Background: an optimization exercise with open tools, aiming at small area, a short achievable clock period and few clock cycles per item. Do not read the settings as production practice.
Function was checked by simulation only, so behaviour that the tests miss may differ from the original.

Setup of v21:
// mult
module mult(
	input clk, rst, start, in_is_signed,
	input [31:0] in_a, in_b,
	output mult_status,
	output [63:0] s);
Size in the first run: roughly 2100 cells after synthesis, about 120 flip-flops, roughly 130 I/O pins, ~0.018 mm2 of cells after synthesis.
==> flow/config.mk <==
export PLATFORM = sky130hd
export DESIGN_NAME = mult
export DESIGN_NICKNAME = mult
export VERILOG_FILES = /design/flow/design.v
export SDC_FILE = /design/flow/constraint.sdc
export NUM_CORES = 4
export LEC_CHECK = 0
export ABC_AREA = 1
export CAP_MARGIN = 20
export CORE_MARGIN = 2
export CORE_UTILIZATION = 40
export CTS_BUF_LIST = sky130_fd_sc_hd__clkbuf_8
export SLEW_MARGIN = 40
export SYNTH_HIERARCHICAL = 1
==> flow/constraint.sdc <==
create_clock -name core_clock -period 50.0 [get_ports {clk}]
set_input_delay 10.0000 -clock core_clock [delete_from_list [all_inputs] [get_ports {clk}]]
set_output_delay 10.0000 -clock core_clock [all_outputs]
set_load 0.01 [all_outputs]
standard.sh (not shown) runs the stock make flow with config.mk's settings and CLKGATE_MAP_FILE= SYNTH_SCRIPT=/design/flow/synth_recipe.tcl, a recipe that flattens the netlist after the stock synthesis.
==> flow/flow/run.sh <==
#!/bin/bash
set -euo pipefail
export BUFFER_PORTS_ARGS="-buffer_cell sky130_fd_sc_hd__buf_2"
bash standard.sh > standard.log 2>&1
Testbench counts of v21, summed over its fixed seeds: cycles 4,019, items 3,200.
[inputs] v25 vs v21
- SLEW_MARGIN: 40 -> 65
Results
Reported for v25 and v21, total of endpoints with negative setup slack in the final report turned out identical to the last digit.
v25 vs v21, instance count: v25 higher
From v25 to v21, synthesized cell count did not move at all.
Against v21, v25 comes in 72 higher on non-clock buffer count.
Per the comparison of v25 with v21, global-route usage climbed 0.33 points, design area climbed about 4%, post-layout minimum cycle time climbed 11 ps, critical path depth climbed 4.2%.
--- input diff v25..v16 ---
- SLEW_MARGIN: 65 -> 40
==> flow/flow/run.sh <==
#!/bin/bash
set -euo pipefail
export BUFFER_PORTS_ARGS="-buffer_cell sky130_fd_sc_hd__buf_1"
export PRE_RESIZE_TCL="$PWD/flow/outbuf.tcl"
bash standard.sh > standard.log 2>&1
==> flow/flow/outbuf.tcl (new file) <==
# Make the buffer that drives each output port a buf_2.
set n 0
foreach port [get_ports -filter "direction == output"] {
  foreach pin [get_pins -of_objects [get_nets -of_objects $port] -filter "direction == output"] {
    set inst [get_cells -of_objects $pin]
    if { [get_property [get_lib_cells -of_objects $inst] name] == "sky130_fd_sc_hd__buf_1" } {
      replace_cell $inst sky130_fd_sc_hd__buf_2
      incr n
    }
  }
}
puts "outbuf.tcl: $n output buffers made buf_2"
## What came out
Between v16 and v25, the difference in row count is negligible.
Comparing v25 against v16, there is no change at all in area share of xor/xnor cells in the synthesized design.
v16: it failed with a tool error in placement repair, so there are no final results.
v16 vs. v25: area after synthesis roughly the same; die extent in y held; distinct cell type count of the synthesized netlist was more or less identical.
As far as synthesized cell count goes, v16 and v25 are indistinguishable; the numbers are identical.
Setup changes, v16 to v56
==> flow/flow/outbuf.tcl <==
# Make the buffer that drives each output port a buf_2.
set n 0
foreach bterm [[ord::get_db_block] getBTerms] {
  if { [$bterm getIoType] != "OUTPUT" } { continue }
  foreach iterm [[$bterm getNet] getITerms] {
    if { ![$iterm isOutputSignal] } { continue }
    set inst [$iterm getInst]
    if { [[$inst getMaster] getName] == "sky130_fd_sc_hd__buf_1" } {
      replace_cell [get_cells [$inst getName]] sky130_fd_sc_hd__buf_2
      incr n
    }
  }
}
puts "outbuf.tcl: $n output buffers made buf_2"
==> comparison <==
- v56: all stages complete, timing, DRC and antenna checks passed
- On post-synth design cell area, v56 tracks v16 almost exactly.
- Horizontal die dimension: v16 vs v56 identical
- Re simple logic cell fraction of the synthesized area: no difference whatsoever between v56 and v16.
Modified inputs, v23 compared to v56
- SLEW_MARGIN: 40 -> 50
==> flow/flow/run.sh <==
#!/bin/bash
set -euo pipefail
export BUFFER_PORTS_ARGS="-buffer_cell sky130_fd_sc_hd__buf_2"
bash standard.sh > standard.log 2>&1
removed: flow/flow/outbuf.tcl
[summary]
Diff v56 and v23: cell area higher in v23. Going from v56 to v23, the critical path depth was found to have gone up by 3. v23 went all the way through the flow, and no timing, DRC or antenna check failed. Between v56 and v23, the difference in wire length after detailed routing is negligible.

[separate check: timing with driven ports]
The flow's constraints put no driver on any port. The routed layouts listed below were extracted and timed again, unchanged, in two steps. Step 1: set_driving_cell puts a clkbuf_16 on clk and a buf_2 on each other input, an assumption about the parent block. Step 2 moves the port delays by t, midway between the first and last clock arrival at a register: inputs arrive t later, outputs are due t later. That takes back most of the time a late clock gives input paths. a / b / c = no drivers / after step 1 / after step 2; a / b = the first two.
| run | shift t [ns] | setup WS [ns] | worst hold slack (ns) | worst setup path after step 2 | latest minus earliest clock arrival (ns) |
|---|---|---|---|---|---|
| v21 | 0.490 | 33.773 / 33.727 / 34.217 | 0.574 / 0.574 / 0.574 | register to output | 0.022 / 0.022 |
| v25 | 0.483 | 33.763 / 33.718 / 34.201 | 0.573 / 0.573 / 0.573 | register to output | 0.014 / 0.014 |
| v56 | 0.488 | 33.674 / 33.630 / 34.118 | 0.589 / 0.589 / 0.589 | register to output | 0.018 / 0.018 |
| v23 | 0.480 | 33.911 / 33.866 / 34.346 | 0.572 / 0.572 / 0.572 | register to output | 0.018 / 0.017 |
After both steps every run listed still meets setup and hold.
